What follows belongs to an exercise in optimizing a design on an open flow for small area and a short achievable clock period; a production flow would make more cautious choices.
In this exercise RTL edits were held to simulation tests only and were not proved equivalent to the original.

==> run a: inputs <==
// DP4_pipe
module DP4_pipe(
    mode, clk, reset,
    a, b, c, d, e, f, g, h,
    DP4
);
Settings: LEC_CHECK=0, CAP_MARGIN=20, CORE_MARGIN=2, CORE_UTILIZATION=40, PLACE_DENSITY=0.6, SLEW_MARGIN=20, SYNTH_HIERARCHICAL=1, SYNTH_MINIMUM_KEEP_SIZE=0; clock period 8.8 ns.
run.sh (not shown) runs the stock make flow with config.mk's settings and CLKGATE_MAP_FILE= SYNTH_SCRIPT=/design/flow/synth_recipe.tcl, a recipe that flattens the netlist after the stock synthesis.
==> run b (differences from run a) <==
- SETUP_SLACK_MARGIN: default -> 3.0
==> results.txt <==
Between run a and run b, the lower fmax is in run a (gap about 20%, measured against run b).
Synthesized cell count is the same in run a and run b.
Die area is the same in run b and run a.
Of run b and run a, run b has the higher via count (gap 1.7%, measured against run a).


==> inputs of v30 <==
DP4_pipe, a different RTL version from the one above (not shown whole).
Settings: LEC_CHECK=0, CAP_MARGIN=0, CORE_MARGIN=2, CORE_UTILIZATION=40, PLACE_DENSITY=0.6, SETUP_SLACK_MARGIN=3.0, SLEW_MARGIN=0, SYNTH_HIERARCHICAL=1, SYNTH_MINIMUM_KEEP_SIZE=0; clock period 8.8 ns.
==> inputs of v13, as changes to v30 <==
--- a/flow/design.v
+++ b/flow/design.v
@@ -119,28 +119,24 @@
 wire [51:0] tcd = {52{sg2[2]}} ^ {4'b0, rsh48(pcd2, scd2)};
 wire [51:0] tef = {52{sg2[1]}} ^ {4'b0, rsh48(pef2, sef2)};
 wire [51:0] tgh = {52{sg2[0]}} ^ {4'b0, rsh48(pgh2, sgh2)};
 wire [51:0] sx, sy, ssum;
 SUM4  u_sum(tab, tcd, tef, tgh, sg2[3:2], sx, sy);
-ADD52 u_add(sx, sy, ssum);
-reg        m3;
-reg [1:0]  c3;
+ADD52 u_add(sx, sy, sg2[1], ssum);
+reg        m3, c3;
 reg [51:0] s3;
 reg [7:0]  e3;
 always @(posedge clk) begin
     m3 <= m2;
-    c3 <= {sg2[1] & sg2[0], sg2[1] ^ sg2[0]};
+    c3 <= sg2[0];
     s3 <= ssum;
     e3 <= e2;
 end
 wire        neg = s3[51];
-wire        all1 = &s3[51:1];
-wire        zfix = all1 & (s3[0] ? (c3 != 2'd0) : c3[1]);    
-wire        tone = all1 & s3[0] & c3[1];                      
+wire        zfix = c3 & (&s3);
 wire [49:0] u   = s3[49:0] ^ {50{neg}};
-wire [1:0]  inc = neg ? (2'd2 - c3) : c3;
-wire [49:0] mg  = u + {48'b0, inc};
+wire [49:0] mg  = u + {48'b0, neg & ~c3, c3};
 wire        rsh = |mg[49:47];
 wire [1:0]  k   = mg[49] ? 2'd3 : (mg[48] ? 2'd2 : 2'd1);
 wire [23:0] mr  = mg[49] ? mg[49:26] : (mg[48] ? mg[48:25] : mg[47:24]);
 wire        g32 = mg[49] ? mg[25] : (mg[48] ? mg[24] : mg[23]);
 wire        r32 = mg[49] ? mg[24] : (mg[48] ? mg[23] : mg[22]);
@@ -150,63 +146,51 @@
 wire        t16 = mg[49] ? |mg[36:28] : (mg[48] ? |mg[35:27] : |mg[34:26]);
 wire        c32 = g32 & (r32 | mr[0] | t32);
 wire        c16 = g16 & (r16 | mr[13] | t16);
 wire [5:0]  lz;                       
 LZC64 u_lzc({mg[46:1], 1'b1, 17'b0}, lz);
-function [46:0] lsh47h;
+function [46:0] lsh47;                
     input [46:0] v;
-    input [2:0] s;
+    input [5:0] s;
     reg [46:0] t;
     begin
-        t = s[2] ? {v[14:0], 32'b0} : v;
-        t = s[1] ? {t[30:0], 16'b0} : t;
-        lsh47h = s[0] ? {t[38:0],  8'b0} : t;
+        t = s[5] ? {v[14:0], 32'b0} : v;
+        t = s[4] ? {t[30:0], 16'b0} : t;
+        t = s[3] ? {t[38:0],  8'b0} : t;
+        t = s[2] ? {t[42:0],  4'b0} : t;
+        t = s[1] ? {t[44:0],  2'b0} : t;
+        lsh47 = s[0] ? {t[45:0],  1'b0} : t;
     end
 endfunction
-wire [46:0] mh = lsh47h(mg[46:0], lz[5:3]);
-reg        m4, sgn4, up4;
-reg [30:0] h4;                        
-reg [2:0]  lzl4;
+wire [46:0] ml = lsh47(mg[46:0], lz);
+reg        m4, sgn4, up4, rsh4;
+reg [23:0] n4;
 reg [7:0]  e4;
 reg [5:0]  lz4;
 reg [1:0]  k4;
-reg        rsh4;
 always @(posedge clk or posedge reset) begin
     if (reset) begin
-        m4 <= 1'b0; sgn4 <= 1'b0; up4 <= 1'b0;
-        h4 <= 31'b0; lzl4 <= 3'b0; e4 <= 8'b0; lz4 <= 6'b0; k4 <= 2'b0; rsh4 <= 1'b0;
+        m4 <= 1'b0; sgn4 <= 1'b0; up4 <= 1'b0; rsh4 <= 1'b0;
+        n4 <= 24'b0; e4 <= 8'b0; lz4 <= 6'b0; k4 <= 2'b0;
     end else begin
         m4 <= m3;
         e4 <= e3;
+        sgn4 <= neg & ~zfix;
+        up4 <= rsh & ~zfix & (m3 ? c32 : c16);
         rsh4 <= rsh & ~zfix;
         k4 <= k;
         lz4 <= zfix ? 6'd46 : lz;
-        sgn4 <= neg & ~zfix;
-        up4 <= rsh & ~zfix & (m3 ? c32 : c16);
-        lzl4 <= (rsh | zfix) ? 3'b0 : lz[2:0];
-        h4 <= zfix ? {tone, 30'b0} : (rsh ? {mr, 7'b0} : mh[46:16]);
+        n4 <= zfix ? 24'b0 : (rsh ? mr : ml[46:23]);
     end
 end
-function [23:0] lsh31l;               
-    input [30:0] v;
-    input [2:0] s;
-    reg [30:0] t;
-    begin
-        t = s[2] ? {v[26:0], 4'b0} : v;
-        t = s[1] ? {t[28:0], 2'b0} : t;
-        t = s[0] ? {t[29:0], 1'b0} : t;
-        lsh31l = t[30:7];
-    end
-endfunction
-wire [23:0] n4  = lsh31l(h4, lzl4);
-wire [7:0]  ex   = rsh4 ? e4 + {6'b0, k4} : e4 - {2'b0, lz4};
-wire        o32  = up4 & (&h4[29:7]);
-wire [22:0] f32  = up4 ? h4[29:7] + 23'd1 : n4[22:0];
-wire [7:0]  x32  = ex + {7'b0, o32};
-wire        o16  = up4 & (&h4[29:20]);
-wire [9:0]  f16  = up4 ? h4[29:20] + 10'd1 : n4[22:13];
-wire [4:0]  x16  = ex[4:0] + {4'b0, o16};
+wire [7:0]  ex  = rsh4 ? e4 + {6'b0, k4} : e4 - {2'b0, lz4};
+wire [24:0] r32v = {1'b0, n4} + {24'b0, up4};
+wire [22:0] f32  = r32v[24] ? r32v[23:1] : r32v[22:0];
+wire [7:0]  x32  = ex + {7'b0, r32v[24]};
+wire [11:0] r16v = {1'b0, n4[23:13]} + {11'b0, up4};
+wire [9:0]  f16  = r16v[11] ? r16v[10:1] : r16v[9:0];
+wire [4:0]  x16  = ex[4:0] + {4'b0, r16v[11]};
 assign DP4 = m4 ? {sgn4, x32, f32} : {16'b0, sgn4, x16, f16};
 endmodule
 module MUL(x, one, two, neg, p);
 input [22:0] x;
 input [11:0] one, two, neg;
@@ -533,11 +517,11 @@
 wire ms587, mc588; FA u_ms587(mc414, mc496, ms497, ms587, mc588);
 wire ms589, mc590; FA u_ms589(1'b1, mc498, ms499, ms589, mc590);
 wire ms591, mc592; FA u_ms591(sn11, 1'b1, mc500, ms591, mc592);
 wire [47:0] r0 = {mc590, mc588, mc586, mc584, mc582, mc580, mc578, mc576, mc574, mc572, mc570, mc568, mc566, mc564, mc562, mc560, mc558, mc556, mc554, mc552, mc550, mc548, mc546, mc544, mc542, mc540, mc538, mc536, mc534, mc532, mc530, mc528, mc526, mc524, mc522, mc520, mc518, mc516, mc514, mc512, mc510, mc508, mc506, mc504, mc502, neg[1], pp0[1], pp0[0]};
 wire [47:0] r1 = {ms591, ms589, ms587, ms585, ms583, ms581, ms579, ms577, ms575, ms573, ms571, ms569, ms567, ms565, ms563, ms561, ms559, ms557, ms555, ms553, ms551, ms549, ms547, ms545, ms543, ms541, ms539, ms537, ms535, ms533, ms531, ms529, ms527, ms525, ms523, ms521, ms519, ms517, ms515, ms513, ms511, ms509, ms507, ms505, ms503, ms501, 1'b0, neg[0]};
-ADD48 u_add(r0, r1, p);
+ADD48 u_add(r0, r1, 1'b0, p);
 endmodule
 module SUM4(t0, t1, t2, t3, ng, x, y);
 input [51:0] t0, t1, t2, t3;
 input [1:0] ng;
 output [51:0] x, y;
@@ -648,16 +632,17 @@
 FA u2_49(a[49], b[49], t3[49], x[49], c[50]);
 FA u2_50(a[50], b[50], t3[50], x[50], c[51]);
 FA u2_51(a[51], b[51], t3[51], x[51], c[52]);
 assign y = c[51:0];
 endmodule
-module ADD48(a, b, y);
+module ADD48(a, b, ci, y);
 input [47:0] a, b;
+input ci;
 output [47:0] y;
 wire [47:0] p = a ^ b;
 wire [47:0] g0 = a & b;
-wire [47:0] G0 = g0;
+wire [47:0] G0 = {g0[47:1], g0[0] | (p[0] & ci)};
 wire [47:0] P0 = p;
 wire [47:0] G1, P1;
 assign G1[0] = G0[0];
 assign P1[0] = P0[0];
 assign G1[1] = G0[1] | (P0[1] & G0[0]);
@@ -1237,18 +1222,19 @@
 assign P6[45] = P5[45] & P5[31];
 assign G6[46] = G5[46] | (P5[46] & G5[31]);
 assign P6[46] = P5[46] & P5[31];
 assign G6[47] = G5[47] | (P5[47] & G5[31]);
 assign P6[47] = P5[47] & P5[31];
-assign y = p ^ {G6[46:0], 1'b0};
+assign y = p ^ {G6[46:0], ci};
 endmodule
-module ADD52(a, b, y);
+module ADD52(a, b, ci, y);
 input [51:0] a, b;
+input ci;
 output [51:0] y;
 wire [51:0] p = a ^ b;
 wire [51:0] g0 = a & b;
-wire [51:0] G0 = g0;
+wire [51:0] G0 = {g0[51:1], g0[0] | (p[0] & ci)};
 wire [51:0] P0 = p;
 wire [51:0] G1, P1;
 assign G1[0] = G0[0];
 assign P1[0] = P0[0];
 assign G1[1] = G0[1] | (P0[1] & G0[0]);
@@ -1876,11 +1862,11 @@
 assign P6[49] = P5[49] & P5[31];
 assign G6[50] = G5[50] | (P5[50] & G5[31]);
 assign P6[50] = P5[50] & P5[31];
 assign G6[51] = G5[51] | (P5[51] & G5[31]);
 assign P6[51] = P5[51] & P5[31];
-assign y = p ^ {G6[50:0], 1'b0};
+assign y = p ^ {G6[50:0], ci};
 endmodule
 module FA(a, b, c, s, co);
 input a, b, c;
 output s, co;
 assign s = a ^ b ^ c;
- CAP_MARGIN: 0 -> 20
- SETUP_SLACK_MARGIN: 3.0 -> 5.0
- SLEW_MARGIN: 0 -> 20
==> impl_metrics.py <==
metrics = {
    "floorplan": {
        "dieArea_um2": 258000,
    },
    "grt": {
        "globalRouteMet3Util_pct": 7.91,
    },
    "yosys": {
        "synth_area_um2": 102000,
    },
    "layout": {
        "final-instance-count-excl-fill": 15110,
        "seq_cell_count": 604,
    },
    "detailed_routing": {
        "finalWirelength_mm": 418,
    },
    "sta": {
        "finalCritPeriodShare_pct": 62.7,
    },
    "clock_network": {
        "cts_setup_buffers": 876,
        "numCtsBuffers": 79,
    },
    "outcome": {
        "outcome": "timing/DRC/antenna clean",
    },
}
(the above is from v13)
==> impl_metrics.py <==
metrics = {
    "outcome": {
        "outcome": "timing/DRC/antenna clean",
    },
    "yosys": {
        "synth_top_area_cell": "fa_1",
    },
    "clock_network": {
        "numCtsBuffers": 82,
        "clk_pin_slew_ps": 60,
        "cts_setup_buffers": 54,
    },
    "grt": {
        "globalRouteMet3Util_pct": 5.07,
        "overflow": 0,
    },
    "layout": {
        "final-instance-count-excl-fill": 13961,
        "inverters": 326,
    },
    "sta": {
        "finalCritPeriodShare_pct": 65.4,
    },
    "worst_setup_path": {
        "critPathTopFamily": "adder cells",
        "crit_path_end_kind": "flop",
    },
    "floorplan": {
        "rows": 183,
        "dieArea_um2": 253000,
    },
    "detailed_routing": {
        "finalWirelength_mm": 369,
        "drtPass1Iterations": 8,
    },
    "place": {
        "placed_cell_area_um2": 104000,
    },
}
(the above is from v30)

## afterwards: timing with drivers on the ports
In the flow no input, the clock included, has a driving cell. The finished layouts below were timed again as built, in two steps.
Step 1: set_driving_cell puts a clkbuf_16 on clk and a buf_2 on each other input, an assumption about the parent block.
Step 2 moves the port delays by t, midway between the first and last clock arrival at a register: inputs arrive t later, outputs are due t later. That takes back most of the time a late clock gives input paths.
Three values: no drivers, after step 1, after step 2; two values: the first two.
| run | t, ns | setup slack, ns | worst setup path at the end | worst register clock-pin slew, ns | worst slew at a driven data input, ns |
|---|---|---|---|---|---|
| run a | 0.790 | 1.551 / 1.551 / 1.551 | register to register | 0.07 / 0.07 | 0.07 |
| run b | 0.806 | 3.050 / 3.050 / 3.050 | register to register | 0.07 / 0.07 | 0.06 |
| v30 | 0.833 | 3.044 / 3.044 / 3.044 | register to register | 0.07 / 0.07 | 0.07 |
| v13 | 0.845 | 3.286 / 3.286 / 3.286 | register to register | 0.07 / 0.07 | 0.09 |
After both steps setup and hold are still met in every run listed.
